Source: an optimization exercise on an open RTL-to-GDS flow (aim: small area). Production flows keep margins and buffers that such runs may drop.
The RTL was checked by simulation tests, not by an equivalence proof against the original design.
Power and IR drop assume default switching activity.

==> flow/design.v (excerpt) <==
module FFT_8point_16bit(
    input [15:0] x0,x1,x2,x3,x4,x5,x6,x7,
    input en,clk,rst,
    output [15:0] r7,r6,r5,r4,r3,r2,r1,r0,i7,i6,i5,i4,i3,i2,i1,i0);
  reg [120:0] q1;
  reg [119:0] q2, q3, q4, q5;
  reg [127:0] q6;
  reg [125:0] q7;
  reg [5:0] v;
  wire ok = en & ~rst;
  wire g = v[5] & ok;
  wire n_1;
  assign n_1 = x0[0] ^ x4[0];
  wire n_2;
  assign n_2 = x0[0] & x4[0];
  wire n_3;
  assign n_3 = x0[1] ^ x4[1] ^ n_2;
  wire n_4;
  assign n_4 = (x0[1] & x4[1]) | (x0[1] & n_2) | (x4[1] & n_2);
  wire n_5;
  assign n_5 = x0[2] ^ x4[2] ^ n_4;
  wire n_6;
  assign n_6 = (x0[2] & x4[2]) | (x0[2] & n_4) | (x4[2] & n_4);
  wire n_7;
  assign n_7 = x0[3] ^ x4[3] ^ n_6;
  wire n_8;
  assign n_8 = (x0[3] & x4[3]) | (x0[3] & n_6) | (x4[3] & n_6);
  wire n_9;
  assign n_9 = x0[4] ^ x4[4] ^ n_8;
  wire n_10;
  assign n_10 = (x0[4] & x4[4]) | (x0[4] & n_8) | (x4[4] & n_8);
  wire n_11;
  assign n_11 = x0[5] ^ x4[5] ^ n_10;
  wire n_12;
  assign n_12 = (x0[5] & x4[5]) | (x0[5] & n_10) | (x4[5] & n_10);
  wire n_13;
  assign n_13 = x0[6] ^ x4[6] ^ n_12;
  wire n_14;
  assign n_14 = (x0[6] & x4[6]) | (x0[6] & n_12) | (x4[6] & n_12);
  wire n_15;
  ...
Size: roughly 2700 cells after synthesis.
==> flow/config.mk <==
export PLATFORM = sky130hd
export DESIGN_NAME = FFT_8point_16bit
export DESIGN_NICKNAME = FFT_8point_16bit
export VERILOG_FILES = /design/flow/design.v
export SDC_FILE = /design/flow/constraint.sdc
export NUM_CORES = 4
export LEC_CHECK = 0
export CAP_MARGIN = 20
export CORE_MARGIN = 2
export CORE_UTILIZATION = 40
export SLEW_MARGIN = 20
==> flow/constraint.sdc <==
create_clock -name core_clock -period 8.5 [get_ports {clk}]
set_input_delay 1.7000 -clock core_clock [delete_from_list [all_inputs] [get_ports {clk}]]
set_output_delay 1.7000 -clock core_clock [all_outputs]
set_load 0.01 [all_outputs]
run.sh (not shown) runs the stock make flow with config.mk's settings and CLKGATE_MAP_FILE= SYNTH_SCRIPT=/design/flow/synth_recipe.tcl, a recipe that flattens the netlist after the stock synthesis.
Then changed:
CTS_BUF_LIST = sky130_fd_sc_hd__clkbuf_4   (was unset)
What happened: Routed wire length went up slightly; total power went down by a few percent; global-route usage went up by 0.36 points; non-clock buffer count went down by 4; via count went up by a few percent.

Setup of run a:
FFT_8point_16bit, a different RTL version from the one above (not shown whole).
Size in the first run: ~2100 cells after synthesis, roughly 860 flip-flops, about 390 I/O pins, roughly 0.030 mm2 of cells after synthesis.
==> flow/config.mk <==
export PLATFORM = sky130hd
export DESIGN_NAME = FFT_8point_16bit
export DESIGN_NICKNAME = FFT_8point_16bit
export VERILOG_FILES = /design/flow/design.v
export SDC_FILE = /design/flow/constraint.sdc
export NUM_CORES = 4
export LEC_CHECK = 0
export CAP_MARGIN = 20
export CORE_MARGIN = 2
export CORE_UTILIZATION = 80
export SLEW_MARGIN = 20
export SYNTH_HIERARCHICAL = 1
==> flow/constraint.sdc <==
create_clock -name core_clock -period 8.5 [get_ports {clk}]
set_input_delay 1.7000 -clock core_clock [delete_from_list [all_inputs] [get_ports {clk}]]
set_output_delay 1.7000 -clock core_clock [all_outputs]
set_load 0.01 [all_outputs]
standard.sh (not shown) runs the stock make flow with config.mk's settings and CLKGATE_MAP_FILE= SYNTH_SCRIPT=/design/flow/synth_recipe.tcl, a recipe that flattens the netlist after the stock synthesis.
==> flow/flow/run.sh <==
#!/bin/bash
# The standard layout (standard.sh, all ORFS steps), with three changes:
# the port buffers use the smallest buffer cell, and CTS inserts no dummy loads, and one tie cell drives all constant outputs.
set -o pipefail
export BUFFER_PORTS_ARGS="-buffer_cell sky130_fd_sc_hd__buf_1"
export SKIP_REPAIR_TIE_FANOUT=1
export CTS_ARGS="-sink_clustering_enable -repair_clock_nets -buf_list sky130_fd_sc_hd__clkbuf_8 -sink_clustering_size 24 -sink_clustering_max_diameter 40 -dont_use_dummy_load"
bash standard.sh > standard.log 2>&1
Run a: all stages complete, timing, DRC and antenna checks passed
Setup changes, run a to run b
Settings: a change of CORE_UTILIZATION from 80 to 75.
diff --git a/flow/flow/run.sh b/flow/flow/run.sh
--- a/flow/flow/run.sh
+++ b/flow/flow/run.sh
@@ -6,3 +6,3 @@
 export SKIP_REPAIR_TIE_FANOUT=1
-export CTS_ARGS="-sink_clustering_enable -repair_clock_nets -buf_list sky130_fd_sc_hd__clkbuf_8 -sink_clustering_size 24 -sink_clustering_max_diameter 40 -dont_use_dummy_load"
+export CTS_ARGS="-sink_clustering_enable -repair_clock_nets -buf_list sky130_fd_sc_hd__clkbuf_8 -sink_clustering_size 20 -sink_clustering_max_diameter 50 -dont_use_dummy_load"
 bash standard.sh > standard.log 2>&1
Status: design area parity (run b, run a). Re count of TritonRoute iterations in the first routing pass: run a was higher than run b. Wire length in run b is about 4% lower than in run a. Part of the power in registers for run b: 1.1 points up relative to run a. Taking run a as the reference, in run b final HPWL from detailed placement went down; share of cell area taken by flip-flops and latches did not really move.

## run Z
FFT_8point_16bit, a different RTL version from the one above (not shown whole).
Size in the first run: roughly 860 flip-flops, roughly 390 I/O pins, about 0.030 mm2 of cells after synthesis.
export LEC_CHECK = 0
export CAP_MARGIN = 20
export CORE_MARGIN = 2
export CORE_UTILIZATION = 40
export CTS_BUF_LIST = sky130_fd_sc_hd__clkbuf_8
export CTS_CLUSTER_DIAMETER = 40
export CTS_CLUSTER_SIZE = 20
export SLEW_MARGIN = 20
export SYNTH_HIERARCHICAL = 1
create_clock -name core_clock -period 8.5 [get_ports {clk}]
run.sh (not shown) runs the stock make flow with config.mk's settings and CLKGATE_MAP_FILE= SYNTH_SCRIPT=/design/flow/synth_recipe.tcl, a recipe that flattens the netlist after the stock synthesis.
Stock flow here: none of the scripts above is used.
Here is what was changed in the inputs of run P compared with run Z.
==> flow/flow/run.sh (new file) <==
#!/bin/bash
# The standard layout (standard.sh, all ORFS steps), with two changes:
# the port buffers use the smallest buffer cell, and CTS inserts no dummy loads.
set -o pipefail
export BUFFER_PORTS_ARGS="-buffer_cell sky130_fd_sc_hd__buf_1"
export CTS_ARGS="-sink_clustering_enable -repair_clock_nets -buf_list sky130_fd_sc_hd__clkbuf_8 -sink_clustering_size 20 -sink_clustering_max_diameter 50 -dont_use_dummy_load"
bash standard.sh > standard.log 2>&1
==> flow/standard.sh (new file) <==
#!/bin/bash
# synth_recipe.tcl (not shown) runs the flow's synth.tcl, then flattens the netlist and writes it again
# the make line also repeats each setting of config.mk as NAME=value (left out here)
make -C /OpenROAD-flow-scripts/flow DESIGN_CONFIG=/design/flow/config.mk WORK_HOME=/design/flow/orfs CLKGATE_MAP_FILE= SYNTH_SCRIPT=/design/flow/synth_recipe.tcl "${@:-finish}"
diff --git a/flow/config.mk b/flow/config.mk
--- a/flow/config.mk
+++ b/flow/config.mk
@@ -9,6 +9,3 @@
 export CORE_MARGIN = 2
-export CORE_UTILIZATION = 40
-export CTS_BUF_LIST = sky130_fd_sc_hd__clkbuf_8
-export CTS_CLUSTER_DIAMETER = 40
-export CTS_CLUSTER_SIZE = 20
+export CORE_UTILIZATION = 60
 export SLEW_MARGIN = 20
removed: flow/run.sh
==> comparison <==
- Where final instance area is concerned, run Z is outperformed by run P.
- Area added between synthesis and finish (run P over run Z): decrease, 15 points
- Looking at worst setup path endpoint, the q1[28] result is from run Z; the q1[120] one comes from run P.
- Run Z has a lower least setup slack across all paths after layout than run P.

FFT_8point_16bit with an RTL version that a note above also has.
Size: ~2100 cells after synthesis, roughly 390 I/O pins, about 30000 µm² of cells after synthesis.
// FFT_8point_16bit
module FFT_8point_16bit(
    input [15:0] x0,x1,x2,x3,x4,x5,x6,x7,
    input en,clk,rst,
    output [15:0] r7,r6,r5,r4,r3,r2,r1,r0,i7,i6,i5,i4,i3,i2,i1,i0);
Settings: LEC_CHECK=0, CAP_MARGIN=20, CORE_MARGIN=2, CORE_UTILIZATION=80, SLEW_MARGIN=20, SYNTH_HIERARCHICAL=1; clock period 8.5 ns.
standard.sh (not shown) runs the stock make flow with config.mk's settings and CLKGATE_MAP_FILE= SYNTH_SCRIPT=/design/flow/synth_recipe.tcl, a recipe that flattens the netlist after the stock synthesis.
==> flow/flow/run.sh <==
#!/bin/bash
# The standard layout (standard.sh, all ORFS steps), with three changes:
# the port buffers use the smallest buffer cell, and CTS inserts no dummy loads, and one tie cell drives all constant outputs.
set -o pipefail
export BUFFER_PORTS_ARGS="-buffer_cell sky130_fd_sc_hd__buf_1"
export SKIP_REPAIR_TIE_FANOUT=1
export CTS_ARGS="-sink_clustering_enable -repair_clock_nets -buf_list sky130_fd_sc_hd__clkbuf_16 -sink_clustering_size 30 -sink_clustering_max_diameter 50 -dont_use_dummy_load"
bash standard.sh > standard.log 2>&1
Rerun with:
==> flow/flow/run.sh (replaced) <==
#!/bin/bash
# The standard layout (standard.sh, all ORFS steps), with three changes:
# the port buffers use the smallest buffer cell, and CTS inserts no dummy loads, and one tie cell drives all constant outputs.
set -o pipefail
export BUFFER_PORTS_ARGS="-buffer_cell sky130_fd_sc_hd__buf_1"
export SKIP_REPAIR_TIE_FANOUT=1
export CTS_ARGS="-sink_clustering_enable -repair_clock_nets -buf_list sky130_fd_sc_hd__clkbuf_8 -sink_clustering_size 20 -sink_clustering_max_diameter 50 -dont_use_dummy_load"
bash standard.sh > standard.log 2>&1
Settings changed: GPL_TIMING_DRIVEN set to 0.
The changed run produced a clean layout.
Register-to-register slack improves by 0.08 ns.
Worst hold slack is better by 0.014 ns.
Power falls by 4.4%.
Area after synthesis is unchanged.
Final area climbs by about 4.3%.
Routed wire length rises by 9.9%.
Global-route usage went up by 3.3 points.
Synthesized cell count stays the same.
Via count is higher by about 9%.
Setup slack gets better by 0.011 ns.
Cell count rises by 9.6%.
Rerun with:
Settings changed: GPL_TIMING_DRIVEN 0 to not set.
What happened:
- count of clock-buffer cells in the layout came out higher by 2
- routed wire length drops by about 20%
- design area shrinks by about 5.4%
- power fell by about 1.6%
- synthesized area is unchanged
- non-clock buffer count went down by 258
- via count falls by about 10%
- combinational power fell by about 3%
- global-route usage came out lower by 6.0 points
Rerun with:
==> flow/flow/run.sh (replaced) <==
#!/bin/bash
# The standard layout (standard.sh, all ORFS steps), with three changes:
# the port buffers use the smallest buffer cell, and CTS inserts no dummy loads, and one tie cell drives all constant outputs.
set -o pipefail
export BUFFER_PORTS_ARGS="-buffer_cell sky130_fd_sc_hd__buf_1"
export SKIP_REPAIR_TIE_FANOUT=1
export CTS_ARGS="-sink_clustering_enable -repair_clock_nets -buf_list sky130_fd_sc_hd__clkbuf_4 -sink_clustering_size 10 -sink_clustering_max_diameter 40 -dont_use_dummy_load"
bash standard.sh > standard.log 2>&1
=> Wire length decreases by 1.0%; synthesized cell count stays the same; area after synthesis is unchanged.

-- static timing again, ports no longer ideal --
How much do the figures lean on ideal ports? The routed layouts below were timed once more, with nothing changed but the port constraints. Step 1 sets driving cells, clkbuf_16 on the clock port and buf_2 on the other inputs (assumed; they add their load-dependent delay and slew). Step 2 times the ports against the registers' clock, not the clock port: input delays grow and output delays shrink by t, the midpoint of the rising clock arrivals with the driver on. Three values: ideal ports, drivers, drivers and shift; two values: the first two.
| run | shift t [ns] | setup WS [ns] | slew at the worst register clock pin (ns) | worst data-port slew with drivers (ns) |
|---|---|---|---|---|
| the first run of note 1 | 0.671 | 0.158 / 0.092 / -0.579 | 0.07 / 0.07 | 0.18 |
| the second run of note 1 | 1.032 | 0.170 / 0.205 / -0.827 | 0.07 / 0.07 | 0.19 |
| run a | 0.698 | 0.613 / 0.645 / -0.053 | 0.12 / 0.12 | 0.12 |
| run b | 0.685 | 0.594 / 0.621 / -0.064 | 0.11 / 0.11 | 0.11 |
| run Z | 0.735 | 0.311 / 0.323 / -0.392 | 0.11 / 0.11 | 0.15 |
| run P | 0.702 | 0.622 / 0.649 / -0.053 | 0.11 / 0.11 | 0.09 |
| the first run of note 4 | 0.613 | 0.177 / 0.209 / -0.404 | 0.11 / 0.11 | 0.11 |
| the second run of note 4 | 0.665 | 0.188 / 0.172 / -0.494 | 0.12 / 0.12 | 0.11 |
| the third run of note 4 | 0.645 | 0.627 / 0.658 / 0.013 | 0.12 / 0.12 | 0.11 |
| the fourth run of note 4 | 0.794 | 0.687 / 0.634 / -0.028 | 0.11 / 0.11 | 0.13 |
With both steps, setup timing fails in 9 of these runs, where it was met with ideal ports. For the second run of note 1, which loses most, drivers alone change the setup slack by +0.035 ns; drivers and shift together by -0.997 ns.
